Source: an optimization exercise on an open RTL-to-GDS flow (aim: small area and a short achievable clock period). Production flows keep margins and buffers that such runs may drop. The RTL was checked by simulation tests, not by an equivalence proof against the original design. Power figures rest on the tool's default switching activity, not on a simulated workload.

==> design.v <==
module DecTab(input [7:0] x, output [3:0] ones, output [3:0] tens,
	output ge10, output ge100);
	wire [7:0] z = {x[7], x[6:0] ^ {7{x[7]}}};
	wire [9:0] y;
	wire n0 = z[7];
	wire n1 = !z[7];
	wire n2 = z[0] ? n1 : n0;
	wire n3 = z[0] & n0;
	wire n4 = !z[0] | n1;
	wire n5 = z[1] ? n4 : n3;
	wire n6 = z[1] & n3;
	wire n7 = z[1] ? n3 : n4;
	wire n8 = z[2] ? n7 : n6;
	wire n9 = z[3] ? n8 : n5;
	wire n10 = !z[1] & n4;
	wire n11 = z[2] ? n5 : n10;
	wire n12 = z[2] ? n6 : n5;
	wire n13 = z[3] ? n12 : n11;
	wire n14 = z[4] ? n13 : n9;
	wire n15 = z[2] ? n10 : n7;
	wire n16 = z[3] ? n5 : n15;
	wire n17 = z[3] ? n11 : n8;
	wire n18 = z[4] ? n17 : n16;
	wire n19 = z[5] ? n18 : n14;
	wire n20 = z[3] ? n15 : n12;
	wire n21 = z[4] ? n9 : n20;
	wire n22 = z[4] ? n16 : n13;
	wire n23 = z[5] ? n22 : n21;
	wire n24 = z[6] ? n23 : n19;
	wire n25 = !z[1] | n4;
	wire n26 = z[2] ? n25 : n6;
	wire n27 = z[1] | n3;
	wire n28 = z[2] & n27;
	wire n29 = z[3] ? n28 : n26;
	wire n30 = z[2] ? n6 : n10;
	wire n31 = !z[2] & n25;
	wire n32 = z[3] ? n31 : n30;
	wire n33 = z[4] ? n32 : n29;
	wire n34 = z[2] ? n10 : n27;
	wire n35 = z[3] ? n26 : n34;
	wire n36 = z[3] ? n30 : n28;
	wire n37 = z[4] ? n36 : n35;
	wire n38 = z[5] ? n37 : n33;
	wire n39 = z[3] ? n34 : n31;
	wire n40 = z[4] ? n29 : n39;
	wire n41 = z[4] ? n35 : n32;
	wire n42 = z[5] ? n41 : n40;
	wire n43 = z[6] ? n42 : n38;
	wire n44 = z[2] & n6;
	wire n45 = !z[2] & n10;
	wire n46 = z[3] ? n45 : n44;
	wire n47 = !z[2] & n5;
	wire n48 = z[2] ? n10 : n6;
	wire n49 = z[3] ? n48 : n47;
	wire n50 = z[4] ? n49 : n46;
	wire n51 = z[2] & n5;
	wire n52 = z[3] ? n44 : n51;
	wire n53 = z[3] ? n47 : n45;
	wire n54 = z[4] ? n53 : n52;
	wire n55 = z[5] ? n54 : n50;
	wire n56 = z[3] ? n51 : n48;
	wire n57 = z[4] ? n46 : n56;
	wire n58 = z[4] ? n52 : n49;
	wire n59 = z[5] ? n58 : n57;
	wire n60 = z[6] ? n59 : n55;
	wire n61 = z[2] | n27;
	wire n62 = z[3] & n61;
	wire n63 = z[3] ? n28 : n31;
	wire n64 = z[4] ? n63 : n62;
	wire n65 = !z[2] | n25;
	wire n66 = !z[3] & n65;
	wire n67 = z[3] ? n31 : n61;
	wire n68 = z[4] ? n67 : n66;
	wire n69 = z[5] ? n68 : n64;
	wire n70 = z[3] ? n65 : n28;
	wire n71 = z[4] ? n62 : n70;
	wire n72 = z[4] ? n66 : n63;
	wire n73 = z[5] ? n72 : n71;
	wire n74 = z[6] ? n73 : n69;
	wire n75 = z[2] | n6;
	wire n76 = z[3] | n75;
	wire n77 = z[4] & n76;
	wire n78 = z[3] & n75;
	wire n79 = z[4] ? n78 : n66;
	wire n80 = z[5] ? n79 : n77;
	wire n81 = !z[3] | n65;
	wire n82 = !z[4] & n81;
	wire n83 = z[3] | n44;
	wire n84 = z[4] & n83;
	wire n85 = z[5] ? n84 : n82;
	wire n86 = z[6] ? n85 : n80;
	wire n87 = z[4] | n83;
	wire n88 = z[5] & n87;
	wire n89 = !z[5] & n82;
	wire n90 = z[6] ? n89 : n88;
	wire n91 = z[3] & n44;
	wire n92 = z[4] | n91;
	wire n93 = !z[3] & n31;
	wire n94 = !z[4] & n93;
	wire n95 = z[5] ? n94 : n92;
	wire n96 = z[6] & n95;
	wire n97 = z[4] | n62;
	wire n98 = z[5] | n97;
	wire n99 = z[6] | n98;
	wire n100 = z[4] | n76;
	wire n101 = z[5] & n100;
	wire n102 = z[6] & n101;
	assign y[0] = n2;
	assign y[1] = n24;
	assign y[2] = n43;
	assign y[3] = n60;
	assign y[4] = n74;
	assign y[5] = n86;
	assign y[6] = n90;
	assign y[7] = n96;
	assign y[8] = n99;
	assign y[9] = n102;
	assign ones = y[3:0];
	assign tens = y[7:4];
	assign ge10 = y[8];
	assign ge100 = y[9];
endmodule
module BcdSeg(input [3:0] d, output [6:0] segs);
	wire A = d[3], B = d[2], C = d[1], D = d[0];
	assign segs[0] = !(A | C | (B & D) | (!B & !D));
	assign segs[1] = !(!B | (!C & !D) | (C & D));
	assign segs[2] = !(B | !C | D);
	assign segs[3] = !((!B & !D) | (!B & C) | (C & !D) | (B & !C & D));
	assign segs[4] = !((!B & !D) | (C & !D));
	assign segs[5] = !(A | (!C & !D) | (B & !C) | (B & !D));
	assign segs[6] = !(A | (B & !C) | (!B & C) | (C & !D));
endmodule
module HexSeg(input [3:0] bin, output [6:0] segs);
	wire n0 = bin[0];
	wire n1 = !bin[1] & n0;
	wire n2 = !bin[0];
	wire n3 = !bin[1] & n2;
	wire n4 = bin[2] ? n3 : n1;
	wire n5 = bin[1] & n0;
	wire n6 = bin[2] ? n1 : n5;
	wire n7 = bin[3] ? n6 : n4;
	wire n8 = bin[1] ? n2 : n0;
	wire n9 = bin[2] & n8;
	wire n10 = bin[1] | n2;
	wire n11 = bin[2] ? n10 : n5;
	wire n12 = bin[3] ? n11 : n9;
	wire n13 = bin[1] & n2;
	wire n14 = !bin[2] & n13;
	wire n15 = bin[2] & n10;
	wire n16 = bin[3] ? n15 : n14;
	wire n17 = bin[1] ? n0 : n2;
	wire n18 = bin[2] ? n17 : n1;
	wire n19 = bin[2] ? n5 : n8;
	wire n20 = bin[3] ? n19 : n18;
	wire n21 = !bin[1] | n0;
	wire n22 = bin[2] ? n21 : n0;
	wire n23 = !bin[2] & n1;
	wire n24 = bin[3] ? n23 : n22;
	wire n25 = bin[1] | n0;
	wire n26 = bin[2] ? n5 : n25;
	wire n27 = bin[2] & n1;
	wire n28 = bin[3] ? n27 : n26;
	wire n29 = !bin[1];
	wire n30 = bin[2] ? n5 : n29;
	wire n31 = bin[2] & n3;
	wire n32 = bin[3] ? n31 : n30;
	assign segs[0] = n7;
	assign segs[1] = n12;
	assign segs[2] = n16;
	assign segs[3] = n20;
	assign segs[4] = n24;
	assign segs[5] = n28;
	assign segs[6] = n32;
endmodule
module Ctrl(input [6:0] ip, output [6:0] tgt,
	output h_set, h_clr, g_ld0, g_ldsz, g4_set, g4_clr,
	output g5_set, g5_clr, g6_set, g6_clr, s0_we, s1_we,
	output s2_we, s3_we, d_we, f0_clr, f1_clr, f2_clr,
	output f3_clr, f4_we, f5_we, sz_clr, sz_shl, sz_shr,
	output sz_one, sz5_set, sz5_clr, s0_dinp, s0_s1, s0_sum,
	output s0_mq, s1_s0, s2_s1, f4_sum, f5_shr, c_f0,
	output c_f1, c_f2, c_f3, c_sz0, c_szeq1, c_sz1,
	output c_sz2, c_sz3, c_fz, c_go);
	assign h_set = (ip[5] & ip[3] & ip[2] & ip[1] & ip[0]);
	assign h_clr = (!ip[6] & !ip[5] & !ip[3] & !ip[2] & !ip[1] & !ip[0]) | (!ip[6] & ip[5] & ip[3] & ip[2] & !ip[1] & !ip[0]);
	assign g_ld0 = (!ip[6] & !ip[5] & !ip[3] & !ip[2] & !ip[1] & !ip[0]);
	assign g_ldsz = (ip[6] & ip[5] & ip[3] & ip[2] & ip[1] & ip[0]) | (ip[5] & ip[4] & ip[3] & !ip[2] & ip[1] & !ip[0]);
	assign g4_set = (!ip[6] & !ip[4] & ip[3] & !ip[2] & !ip[1] & !ip[0]);
	assign g4_clr = (ip[5] & !ip[4] & !ip[3] & ip[1] & ip[0]) | (ip[5] & !ip[3] & !ip[2] & ip[1] & ip[0]) | (ip[6] & !ip[5] & !ip[4] & ip[2] & !ip[1] & ip[0]) | (!ip[6] & !ip[5] & ip[4] & !ip[2] & ip[1] & !ip[0]);
	assign g5_set = (ip[5] & !ip[4] & !ip[3] & ip[1] & !ip[0]) | (ip[6] & !ip[5] & !ip[4] & ip[2] & !ip[1] & !ip[0]);
	assign g5_clr = (!ip[5] & ip[4] & ip[3] & !ip[2] & ip[1] & ip[0]) | (!ip[6] & ip[5] & !ip[4] & ip[3] & ip[0]) | (ip[6] & !ip[5] & !ip[3] & ip[2] & !ip[0]) | (!ip[6] & ip[5] & ip[4] & !ip[3] & !ip[1] & !ip[0]);
	assign g6_set = (!ip[6] & ip[5] & ip[3] & ip[2] & ip[1] & ip[0]);
	assign g6_clr = (!ip[6] & ip[5] & ip[3] & ip[2] & !ip[1] & !ip[0]);
	assign s0_we = (ip[6] & !ip[3] & ip[2] & !ip[1] & !ip[0]) | (ip[6] & ip[4] & ip[2] & ip[1] & ip[0]) | (ip[6] & !ip[5] & !ip[4] & !ip[2] & !ip[1] & ip[0]) | (ip[5] & ip[4] & !ip[3] & ip[2] & !ip[1] & ip[0]) | (!ip[6] & !ip[5] & ip[4] & !ip[3] & ip[1] & ip[0]);
	assign s1_we = (ip[4] & !ip[3] & ip[2] & ip[1] & !ip[0]) | (ip[6] & ip[5] & ip[3] & !ip[2] & !ip[1] & ip[0]) | (ip[6] & !ip[5] & !ip[4] & ip[3] & ip[2] & ip[1] & !ip[0]);
	assign s2_we = (ip[6] & ip[5] & !ip[4] & !ip[2] & ip[1] & !ip[0]) | (!ip[6] & ip[5] & !ip[3] & ip[2] & ip[1] & ip[0]) | (!ip[6] & !ip[5] & ip[4] & !ip[3] & !ip[1] & ip[0]) | (!ip[5] & !ip[4] & ip[3] & ip[2] & ip[1] & ip[0]);
	assign s3_we = (!ip[5] & ip[4] & !ip[3] & ip[2] & !ip[1] & !ip[0]);
	assign d_we = (ip[6] & ip[5] & !ip[4] & !ip[2] & !ip[1] & !ip[0]) | (!ip[6] & ip[5] & ip[3] & ip[2] & !ip[1] & ip[0]) | (ip[6] & !ip[5] & !ip[4] & !ip[2] & ip[1] & !ip[0]) | (!ip[6] & !ip[5] & ip[3] & !ip[2] & !ip[1] & !ip[0]);
	assign f0_clr = (!ip[6] & !ip[4] & ip[3] & ip[2] & ip[0]);
	assign f1_clr = (!ip[6] & !ip[5] & !ip[4] & ip[3] & !ip[1] & !ip[0]);
	assign f2_clr = (!ip[6] & !ip[4] & ip[3] & ip[1] & ip[0]);
	assign f3_clr = (!ip[6] & !ip[5] & !ip[4] & ip[3] & !ip[2] & !ip[0]);
	assign f4_we = (ip[6] & !ip[3] & ip[2] & !ip[1] & !ip[0]) | (ip[6] & !ip[5] & !ip[4] & !ip[2] & !ip[1] & ip[0]);
	assign f5_we = (!ip[6] & !ip[5] & ip[4] & ip[3] & ip[2] & ip[0]) | (ip[5] & !ip[4] & !ip[2] & ip[1] & ip[0]) | (ip[6] & !ip[5] & ip[4] & !ip[3] & !ip[1] & !ip[0]) | (!ip[6] & ip[5] & ip[4] & !ip[2] & !ip[1] & !ip[0]);
	assign sz_clr = (!ip[6] & !ip[4] & !ip[3] & ip[2] & !ip[1] & ip[0]);
	assign sz_shl = (!ip[6] & !ip[5] & ip[4] & ip[3] & ip[2] & !ip[1] & ip[0]);
	assign sz_shr = (ip[5] & !ip[4] & !ip[2] & ip[1] & ip[0]) | (ip[6] & !ip[5] & ip[4] & !ip[3] & !ip[1] & !ip[0]) | (!ip[6] & !ip[5] & ip[3] & ip[2] & ip[1] & ip[0]) | (!ip[6] & ip[5] & ip[4] & !ip[2] & !ip[1] & !ip[0]);
	assign sz_one = (!ip[6] & ip[5] & !ip[4] & !ip[3] & !ip[0]);
	assign sz5_set = (ip[6] & ip[5] & ip[3] & ip[2] & !ip[1] & ip[0]) | (ip[6] & !ip[5] & !ip[3] & !ip[2] & ip[1] & !ip[0]);
	assign sz5_clr = (ip[6] & ip[5] & ip[4] & ip[0]) | (!ip[6] & !ip[4] & !ip[3] & ip[2] & !ip[1] & ip[0]);
	assign s0_dinp = (!ip[5] & !ip[3]);
	assign s0_s1 = (!ip[6] & ip[5]);
	assign s0_sum = (!ip[2]);
	assign s0_mq = (!ip[0]);
	assign s1_s0 = (!ip[5] & !ip[3]);
	assign s2_s1 = (!ip[1]);
	assign f4_sum = (ip[0]);
	assign f5_shr = (!ip[2]) | (ip[1]);
	assign c_f0 = (!ip[6] & !ip[4] & ip[3] & ip[2] & ip[0]);
	assign c_f1 = (!ip[6] & !ip[4] & ip[3] & ip[2] & !ip[0]);
	assign c_f2 = (!ip[6] & !ip[4] & ip[3] & ip[1] & ip[0]);
	assign c_f3 = (!ip[6] & !ip[4] & ip[3] & ip[1] & !ip[0]);
	assign c_sz0 = (ip[5] & !ip[3] & !ip[2] & ip[1] & !ip[0]) | (!ip[6] & ip[3] & ip[2] & ip[1] & !ip[0]) | (ip[6] & !ip[5] & !ip[4] & !ip[3] & ip[0]) | (ip[6] & ip[4] & ip[3] & !ip[2] & !ip[0]) | (!ip[6] & !ip[5] & ip[4] & ip[3] & ip[2] & !ip[0]);
	assign c_szeq1 = (!ip[5] & !ip[4] & ip[3] & !ip[2] & !ip[1] & !ip[0]);
	assign c_sz1 = (ip[6] & ip[4] & ip[3] & !ip[1] & !ip[0]);
	assign c_sz2 = (ip[6] & ip[4] & ip[2] & !ip[1] & ip[0]);
	assign c_sz3 = (ip[6] & ip[4] & ip[2] & ip[1] & !ip[0]) | (!ip[6] & !ip[5] & ip[3] & !ip[2] & !ip[1] & ip[0]);
	assign c_fz = (ip[5] & !ip[4] & !ip[3] & !ip[1] & ip[0]) | (ip[6] & !ip[5] & !ip[3] & !ip[1] & ip[0]) | (ip[6] & ip[5] & ip[3] & ip[2] & !ip[1] & !ip[0]) | (ip[6] & !ip[5] & !ip[4] & !ip[2] & ip[1] & ip[0]);
	assign c_go = (ip[5] & !ip[4] & !ip[3] & !ip[2] & ip[0]) | (!ip[6] & !ip[5] & ip[3] & ip[2] & ip[1] & !ip[0]) | (!ip[6] & ip[5] & !ip[4] & ip[1]) | (ip[6] & ip[5] & ip[4] & ip[1]) | (ip[6] & !ip[5] & !ip[4] & !ip[3] & !ip[1]) | (ip[6] & !ip[3] & !ip[2] & ip[1] & ip[0]) | (!ip[6] & !ip[4] & ip[2] & ip[1] & ip[0]);
	assign tgt[0] = (ip[4] & !ip[3] & !ip[1]) | (!ip[6] & ip[4] & !ip[1] & !ip[0]);
	assign tgt[1] = (ip[6] & !ip[2]) | (!ip[6] & ip[2]) | (!ip[6] & ip[5]) | (ip[1] & ip[0]) | (ip[5] & ip[3]);
	assign tgt[2] = (!ip[5] & ip[4] & ip[2]) | (ip[2] & !ip[1] & !ip[0]) | (ip[6] & !ip[2] & ip[1] & ip[0]) | (!ip[6] & !ip[3] & !ip[1]) | (!ip[6] & !ip[5] & !ip[2] & !ip[0]);
	assign tgt[3] = (ip[5]) | (ip[6] & !ip[4]) | (!ip[6] & ip[4]) | (!ip[3] & ip[1]) | (!ip[4] & ip[2] & ip[1]) | (!ip[6] & !ip[1] & ip[0]) | (ip[6] & !ip[2] & !ip[0]);
	assign tgt[4] = (!ip[6] & !ip[5] & !ip[4] & !ip[2]) | (ip[4] & !ip[3] & !ip[1]) | (!ip[6] & ip[4] & !ip[1] & !ip[0]) | (!ip[6] & ip[3] & ip[2] & ip[0]);
	assign tgt[5] = (ip[6] & ip[2] & !ip[1]) | (!ip[6] & !ip[2] & ip[0]) | (!ip[5] & ip[4] & ip[2] & ip[1]) | (ip[4] & ip[1] & ip[0]);
	assign tgt[6] = (ip[6] & ip[2] & !ip[1]) | (!ip[6] & !ip[4] & !ip[1]) | (ip[6] & !ip[5] & !ip[2] & ip[0]) | (!ip[5] & ip[4] & ip[2] & ip[1]);
endmodule
module MyComputer(
	input Clock,
	output [9:0] LEDR,
	input [9:0] SW,
	input [3:0] KEY,
	output [6:0] HEX0,
	output [6:0] HEX1,
	output [6:0] HEX2,
	output [6:0] HEX3,
	output [6:0] HEX4,
	output [6:0] HEX5
);
	reg rs1, rs2, rst;
	reg [4:0] dcnt;
	wire dtog = (dcnt == 5'd29);
	wire rst_n = dtog ? !rst : rst;      
	always @(posedge Clock) begin
		rs1 <= SW[9];
		rs2 <= rs1;
		dcnt <= ((rst == rs2) | dtog) ? 5'd0 : dcnt + 5'd1;
		rst <= rst_n;
	end
	reg ts1;
	reg [3:0] k1, k2, k3;
	always @(posedge Clock) begin
		ts1 <= SW[8];
		k1 <= {KEY[3], ~KEY[2:0]};
		k2 <= k1;
		k3 <= k2;
	end
	wire [3:0] pb = k3 & ~k2;
	reg [7:0] pdat, dinp;
	always @(posedge Clock)
		if (k1[3] & ~KEY[3]) pdat <= SW[7:0];
	reg [7:0] cnt;
	reg go, ngo;
	wire cwrap = (cnt == 8'h68);
	wire go_n = !rst_n && ((!rst && cwrap) || ts1);
	always @(posedge Clock) begin
		cnt <= rst ? 8'h02 : cwrap ? 8'h01 : {cnt[6:0], cnt[7] ^ cnt[5] ^ cnt[4] ^ cnt[3]};
		go <= go_n;
		ngo <= !go_n;
	end
	reg [6:0] ip;
	reg [7:0] s0, s1, s2, s3;    
	reg [3:0] sz;                
	reg sz5;                     
	reg [5:0] gout;              
	reg [5:0] flag;
	wire [6:0] tgt;
	wire h_set, h_clr;
	wire g_ld0, g_ldsz, g4_set, g4_clr, g5_set, g5_clr, g6_set, g6_clr;
	wire s0_we, s1_we, s2_we, s3_we, d_we;
	wire f0_clr, f1_clr, f2_clr, f3_clr, f4_we, f5_we;
	wire sz_clr, sz_shl, sz_shr, sz_one, sz5_set, sz5_clr;
	wire s0_dinp, s0_s1, s0_sum, s0_mq, s1_s0, s2_s1, f4_sum, f5_shr;
	wire c_f0, c_f1, c_f2, c_f3, c_sz0, c_szeq1, c_sz1, c_sz2, c_sz3, c_fz, c_go;
	Ctrl ctl(.ip(ip), .tgt(tgt), .h_set(h_set), .h_clr(h_clr),
		.g_ld0(g_ld0), .g_ldsz(g_ldsz), .g4_set(g4_set), .g4_clr(g4_clr),
		.g5_set(g5_set), .g5_clr(g5_clr), .g6_set(g6_set), .g6_clr(g6_clr),
		.s0_we(s0_we), .s1_we(s1_we), .s2_we(s2_we), .s3_we(s3_we), .d_we(d_we),
		.f0_clr(f0_clr), .f1_clr(f1_clr), .f2_clr(f2_clr), .f3_clr(f3_clr),
		.f4_we(f4_we), .f5_we(f5_we),
		.sz_clr(sz_clr), .sz_shl(sz_shl), .sz_shr(sz_shr), .sz_one(sz_one),
		.sz5_set(sz5_set), .sz5_clr(sz5_clr),
		.s0_dinp(s0_dinp), .s0_s1(s0_s1), .s0_sum(s0_sum), .s0_mq(s0_mq),
		.s1_s0(s1_s0), .s2_s1(s2_s1), .f4_sum(f4_sum), .f5_shr(f5_shr),
		.c_f0(c_f0), .c_f1(c_f1), .c_f2(c_f2), .c_f3(c_f3), .c_sz0(c_sz0),
		.c_szeq1(c_szeq1), .c_sz1(c_sz1), .c_sz2(c_sz2), .c_sz3(c_sz3),
		.c_fz(c_fz), .c_go(c_go));
	wire sz0 = (sz == 4'd0);
	wire fz = (flag == 6'd0);
	wire taken = c_go | (c_f0 & flag[0]) | (c_f1 & flag[1]) | (c_f2 & flag[2]) |
		(c_f3 & flag[3]) | (c_sz0 & sz0) | (c_szeq1 & (sz == 4'd1)) |
		(c_sz1 & sz[1]) | (c_sz2 & sz[2]) | (c_sz3 & sz[3]) | (c_fz & fz);
	wire [6:0] nip = taken ? tgt : ip + 7'd1;
	reg [8:0] ma;
	reg [7:0] mq;
	reg [3:0] mc;
	reg mrst, mlast, povr;
	wire mdone = mc[3] & mc[0];
	wire msub = mlast & mq[0];
	wire [8:0] aa = mc[3] ? {s1[7], s1} : ma;
	wire [8:0] ab = ({s0[7], s0} ^ {9{msub}}) & {9{mc[3] | mq[0]}};
	wire [8:0] msum;
	Add9 add(.a(aa), .b(ab), .cin(msub), .s(msum));
	always @(posedge Clock) begin
		mrst <= !ngo & (s0_we | s1_we);
		mlast <= !mrst && (mc == 4'd6);
		if (mrst) begin
			ma <= 9'd0;
			mq <= s1;
			mc <= 4'd0;
		end else if (!mdone) begin
			if (mc[3]) begin
				ma <= msum;
				povr <= !((&{ma[7:0], mq[7]}) | ~(|{ma[7:0], mq[7]}));
			end else begin
				ma <= {msum[8], msum[8:1]};
				mq <= {msum[0], mq[7:1]};
			end
			mc <= mc + 4'd1;
		end
	end
	wire sum_ov = ma[8] ^ ma[7];
	reg dval;                  
	reg [6:0] h0, h1;          
	reg h2m, h2o, h3m;         
	wire neg = s0[7];
	wire [3:0] ones, tens;
	wire ge10, ge100;
	wire [6:0] sgo, sgt;
	DecTab dec(.x(s0), .ones(ones), .tens(tens), .ge10(ge10), .ge100(ge100));
	BcdSeg sg0(.d(ones), .segs(sgo));
	BcdSeg sg1(.d(tens), .segs(sgt));
	wire h_ld = h_clr | h_set | (d_we & dval);    
	always @(posedge Clock) begin
		if (!ngo) begin
			ip <= nip;
			if (s0_we) s0 <= ({8{s0_dinp}} & dinp) | ({8{s0_s1}} & s1) |
				({8{s0_sum}} & ma[7:0]) | ({8{s0_mq}} & mq);
			if (s1_we) s1 <= s1_s0 ? s0 : s2;
			if (s2_we) s2 <= s2_s1 ? s1 : s3;
			if (s3_we) s3 <= s2;
			if (h_ld) begin
				h0 <= sgo | {7{h_clr}};
				h1 <= (ge10 ? sgt : neg ? 7'h3f : 7'h7f) | {7{h_clr}};
				h2m <= !(neg && ge10 && !ge100) | h_clr;
				h2o <= !ge100 | h_clr;
				h3m <= !(neg && ge100) | h_clr;
			end
			if (g_ld0 | g6_clr | g6_set | g_ldsz) dval <= g6_set | g_ldsz;
			if (g_ld0 | g_ldsz) gout[3:0] <= g_ldsz ? sz : 4'd0;
			if (g_ld0 | g_ldsz | g4_clr | g4_set) gout[4] <= g4_set;
			if (g_ld0 | g_ldsz | g5_clr | g5_set) gout[5] <= g5_set | (g_ldsz & sz5);
			if (f0_clr) flag[0] <= 1'b0;
			if (f1_clr) flag[1] <= 1'b0;
			if (f2_clr) flag[2] <= 1'b0;
			if (f3_clr) flag[3] <= 1'b0;
			if (f4_we) flag[4] <= f4_sum ? sum_ov : povr;
			if (f5_we) flag[5] <= f5_shr & sz[0];
			if (sz_clr) sz <= 4'd0;
			if (sz_shl) sz <= {sz[2:0], 1'b0};
			if (sz_shr) sz <= {1'b0, sz[3:1]};
			if (sz_one) sz <= 4'd1;
			if (sz5_clr) sz5 <= 1'b0;
			if (sz5_set) sz5 <= 1'b1;
		end
		if (rst) begin
			ip <= 7'd0;
			flag <= 6'd0;
		end else begin
			if (pb[0]) flag[0] <= 1'b1;
			if (pb[1]) flag[1] <= 1'b1;
			if (pb[2]) flag[2] <= 1'b1;
			if (pb[3]) begin flag[3] <= 1'b1; dinp <= pdat; end
		end
	end
	reg [6:0] hx4, hx5;
	wire [6:0] hx4_n, hx5_n;
	HexSeg sg4(.bin(ip[3:0]), .segs(hx4_n));
	HexSeg sg5(.bin({1'b0, ip[6:4]}), .segs(hx5_n));
	always @(posedge Clock) begin
		hx4 <= hx4_n;
		hx5 <= hx5_n;
	end
	assign LEDR = {flag[5], flag[4], flag[3], go, gout};
	assign HEX0 = h0;
	assign HEX1 = h1;
	assign HEX2 = {h2m, 3'b111, h2o, h2o, 1'b1};
	assign HEX3 = {h3m, 6'h3f};
	assign HEX4 = hx4;
	assign HEX5 = hx5;
endmodule
module Add9(input [8:0] a, input [8:0] b, input cin, output [8:0] s);
	wire [8:0] p = a ^ b;
	wire [8:0] g0 = a & b;
	wire [8:0] G0 = {g0[8:1], g0[0] | (p[0] & cin)};
	wire [8:0] P0 = {p[8:1], 1'b0};
	wire [8:0] G1, P1;
	wire [8:0] G2, P2, G3, P3, G4;
	genvar i;
	generate
		for (i = 0; i < 9; i = i + 1) begin : pf
			if (i % 2 == 1) begin : l1c
				assign G1[i] = G0[i] | (P0[i] & G0[i-1]);
				assign P1[i] = P0[i] & P0[i-1];
			end else begin : l1p
				assign G1[i] = G0[i];
				assign P1[i] = P0[i];
			end
			if ((i / 2) % 2 == 1) begin : l2c
				assign G2[i] = G1[i] | (P1[i] & G1[(i/4)*4+1]);
				assign P2[i] = P1[i] & P1[(i/4)*4+1];
			end else begin : l2p
				assign G2[i] = G1[i];
				assign P2[i] = P1[i];
			end
			if ((i / 4) % 2 == 1) begin : l3c
				assign G3[i] = G2[i] | (P2[i] & G2[(i/8)*8+3]);
				assign P3[i] = P2[i] & P2[(i/8)*8+3];
			end else begin : l3p
				assign G3[i] = G2[i];
				assign P3[i] = P2[i];
			end
			if (i == 8) begin : l4c
				assign G4[i] = G3[i] | (P3[i] & G3[7]);
			end else begin : l4p
				assign G4[i] = G3[i];
			end
		end
	endgenerate
	assign s = p ^ {G4[7:0], cin};
endmodule
==> flow/run.sh <==
#!/bin/bash
# The standard layout (standard.sh), with buf_4 cells as the port buffers
# instead of the default delay buffers, and timing repair aimed below the
# clock period (repair_timing's setup margin).
bash standard.sh "BUFFER_PORTS_ARGS=-buffer_cell sky130_fd_sc_hd__buf_4" SETUP_SLACK_MARGIN=7.8 finish > standard.log 2>&1
==> standard.sh <==
#!/bin/bash
# synth_recipe.tcl (not shown) runs the flow's synth.tcl, then flattens the netlist and writes it again
# the make line also repeats each setting of config.mk as NAME=value (left out here)
make -C /OpenROAD-flow-scripts/flow DESIGN_CONFIG=/design/flow/config.mk WORK_HOME=/design/flow/orfs CLKGATE_MAP_FILE= SYNTH_SCRIPT=/design/flow/synth_recipe.tcl "${@:-finish}"
==> config.mk <==
export PLATFORM = sky130hd
export DESIGN_NAME = MyComputer
export DESIGN_NICKNAME = MyComputer
export VERILOG_FILES = /design/flow/design.v
export SDC_FILE = /design/flow/constraint.sdc
export NUM_CORES = 4
export LEC_CHECK = 0
export ABC_AREA = 1
export CAP_MARGIN = 20
export CORE_MARGIN = 2
export CORE_UTILIZATION = 40
export CTS_BUF_LIST = sky130_fd_sc_hd__clkbuf_8
export CTS_CLUSTER_SIZE = 20
export PLACE_DENSITY = 0.6
export SLEW_MARGIN = 20
==> constraint.sdc <==
create_clock -name core_clock -period 11.0 [get_ports {Clock}]
set_input_delay 2.2000 -clock core_clock [delete_from_list [all_inputs] [get_ports {Clock}]]
set_output_delay 2.2000 -clock core_clock [all_outputs]
set_load 0.01 [all_outputs]
==> impl_metrics.csv <==
group,metric,value,unit
run_status,status,"timing/DRC/antenna clean",
die,dieHeight,152,µm
setup_path,rr_worst_depth,13,
detailed_routing,routed-wl-met3,1.71,mm
timing,fin_setup_tns,0,ns
grt,grt_pass1_wl,35.8,mm
power_and_ir_drop,ir_worst_vdd,0.102,mV
detailed_routing,drt-met1-wl,10.4,mm
grt,grt_usage,20.2,%
timing,clock_skew,0.0125,ns
min_path,hp-start,"k1[0]$_DFF_P_",
detailed_routing,routed-wl-met2,10.0,mm
min_path,hold_class,"flip-flop to flip-flop",
yosys,synth-seq-area-share,46.4,%
flow_run,maxCapViolations,0,
min_path,hold_end,"k2[0]$_DFF_P_",
die,rows,54,
placed_design,gp_congestion,1.00,
setup_path,worst_setup_path_start_kind,"flip-flop",
yosys,synthArstFlopShare,0,%
placed_design,placed_cells,1373,
setup_path,cp_max_fo,2,
setup_path,arrival,1.02,ns
yosys,yosys_most_used_dff,"edfxtp_1",
setup_path,crit_chain,"buf_4",
timing,finalWorstSetupSlack,7.78,ns
setup_path,cpLargestDelayFamily,"flip-flops",
setup_path,required,8.80,ns
yosys,syn_inst,1083,
detailed_routing,wl_per_cell,16.0,µm
detailed_routing,via_per_inst,5.21,
cts,clock_sinks,159,
timing,setup_viol,0,
timing,maxSlewViolCount,0,
detailed_routing,drt_iter0_drc,620,
setup_path,r2r_start,"mq[0]$_DFFE_PP_",
cells_and_area,layout-drive-gt1-share,13.3,%
yosys,syn_area,0.00872,mm²
grt,grt_pass1_vias,6680,
placed_design,pre_cts_slack,7.47,ns
cts,cts-root-buf,"clkbuf_8",
setup_path,cp-end-kind,"primary output",
timing,period_share,29.3,%
placed_design,dp_hpwl,16.5,mm
cells_and_area,nets,1166,
cts,cts_buffers,17,
yosys,ys_types,53,
cts,hold_buffers,0,
die,core_area,0.0216,mm²
cells_and_area,syn_to_final_growth,12.4,%
detailed_routing,postRouteWirelength,22.6,mm
detailed_routing,final_antenna_net_count,0,
die,initial_core_util,40.3,%
grt,grt_max_degree,37,
die,die-area,0.0230,mm²
yosys,synth-edff-count,86,
timing,rsz0062_at_grt,"true",
grt,antenna_found_initial,0,
cts,clk_pin_slew,0.09,ns
timing,fmax,310,MHz
setup_path,path_buf_inv,1,
setup_path,reg2reg_slack,8.06,ns
cells_and_area,layout_common_cells,"nand2_1, inv_1, nor2_1, edfxtp_1, nand3_1",
timing,hold_viol,0,
grt,grt-ovfl-total,0,
detailed_routing,drt_pass1_iterations,6,
cts,cts.path.max_buffers,2,
timing,fin_crit,3.22,ns
setup_path,critPathMaxStageDelay,0.40,ns
setup_path,crit_slowest_cell,"edfxtp_1",
cells_and_area,layout.cells.non_filler,1412,
detailed_routing,highest_layer,"met4",
setup_path,timing.rr.end,"ma[4]$_SDFFE_PP0N_",
cts,worstSkewPairLatency,0.47,ns
placed_design,io_buffer_count,56,
timing,relSlewSlack,38.0,%
power_and_ir_drop,leakage,4.28,nW
power_and_ir_drop,cellPowerDensity,333,mW/mm²
die,die_w,152,µm
yosys,yosysWarnings,1,
cts,htreeDepth,4,
yosys,avgSynthCellArea,8.05,µm²
min_path,holdPathStages,0,
detailed_routing,remaining_drc_errors,0,
setup_path,critical_path_class,"flip-flop to primary output",
die,ios,67,
cells_and_area,diodes,0,
yosys,ys_ff_latch,159,
cells_and_area,final_common_cell,"nand2_1",
timing,worst_pin_slew,0.929,ns
cts,cts_tree,"yes",
detailed_routing,vias,7351,
[kinds of logic (layout without fill, tap and decap cells)]
| group | count (synthesis) | in the layout | share of synthesized area (%) |
|---|---|---|---|
| other | 1 | 10 | 0.0430 |
| and+or+nand+nor | 496 | 496 | 24.4 |
| DFF | 159 | 159 | 46.4 |
| adders and majority gates | 32 | 32 | 4.93 |
| xor gates and xnor gates | 21 | 21 | 2.67 |
| buffers and inverters | 193 | 233 | 9.60 |
| AOI/OAI and AO/OA | 181 | 181 | 12.0 |
[worst max path at each step]
stage / start / to / slack [ns] / depth (start not counted)
after global routing: h2o$_DFFE_PP_ / HEX2[1] / 7.72 / 1
final: h2o$_DFFE_PP_ / HEX2[1] / 7.78 / 1
after global placement: ip[5]$_SDFFE_PP0N_ / h1[0]$_DFFE_PP_ / 7.50 / 6
after CTS: h2o$_DFFE_PP_ / HEX2[1] / 7.74 / 1
after detailed placement: ip[5]$_SDFFE_PP0N_ / h1[0]$_DFFE_PP_ / 7.47 / 6
after floorplan: KEY[3] / pdat[0]$_DFFE_PP_ / 8.05 / 1
[repair_timing]
item	4_1_cts	5_1_grt
buffers inserted	5	1
pin swaps	1	0
gates cloned	0	1
endpoints found under the setup margin	49	89
resized for setup	12	22
[power breakdown]
group / leakage [nW] / internal [mW] / switching, mW / total [mW]
Combinational: 2.69 / 0.625 / 1.19 / 1.81
Clock: 0.192 / 0.205 / 0.235 / 0.440
Sequential: 1.41 / 0.852 / 0.159 / 1.01
[routing by layer]
layer  track usage [%]  up-vias
li1                  -     3651
met1              28.7     3373
met2              31.2      294
met3              3.89       33
met4              6.02        0
met5                 0        -
[layout make-up]
cell class / instances / area [µm²]
well taps: 280 / 350
clock buffers: 17 / 234
flip-flops and latches: 159 / 4060
repair inverters: 1 / 5.00
repair buffers: 66 / 576
multi-input cells: 740 / 3910
clock inverters: 15 / 160
fillers: 2155 / 11800
inverters: 134 / 510
[through the flow]
stage / power (mW) / util [%] / hold WS, ns / area [µm²]
5_1_grt: 3.57 / 45.3 / 0.343 / 9800
2_1_floorplan: 2.29 / - / 0.310 / 8760
4_1_cts: 3.24 / 44.9 / 0.333 / 9710
6_report: 3.27 / 45.3 / 0.332 / 9800
3_5_place_dp: 2.77 / 42.7 / 0.312 / 9230
3_3_place_gp: 2.77 / 42.7 / 0.311 / 9230
[sequential cells by signal, summed over array words and instances, names as in the netlist, 8 cells and up]
name / count
cnt: 8
dinp: 8
s1: 8
s2: 8
mq: 8
pdat: 8
s0: 8
ma: 9
s3: 8
[synthesized netlist by cell type, types with 5 or more instances]
cell type	instances	area (µm²)
o22ai_1	7	43.8
inv_1	124	465
o21ai_0	80	400
nand2_2	10	62.6
xor2_1	11	96.3
o211ai_1	12	90.1
clkbuf_1	26	97.6
buf_4	20	150
nor2_1	90	338
a31oi_1	7	43.8
a22oi_1	8	60.1
buf_2	8	40.0
edfxtp_1	86	2580
xnor2_1	5	43.8
nor4_1	5	31.3
nand3_1	82	410
nor3_1	18	90.1
inv_2	9	33.8
ha_1	28	350
a21oi_1	42	210
nand4_1	9	56.3
dfxtp_1	73	1460
nand2_1	265	995

-- port drivers added, routing unchanged --
In the flow no input, the clock included, has a driving cell. The finished layout below was timed again as built, in two steps. Step 1 assumes that a clkbuf_16 drives the clock port and a buf_2 every other input. Step 2 also shifts input and output timing later by t, the mid clock arrival at the registers, as if the neighbouring blocks saw the same clock. Three values: ideal ports, drivers, drivers and shift; two values: the first two.
t, ns: 0.499
setup slack, ns: 7.775 / 7.738 / 7.872
slew at the worst register clock pin (ns): 0.10 / 0.10
pins driven straight from the clock port: 1
After both steps setup and hold are still met in this run. For this run, drivers alone change the setup slack by -0.037 ns; drivers and shift together by +0.097 ns.
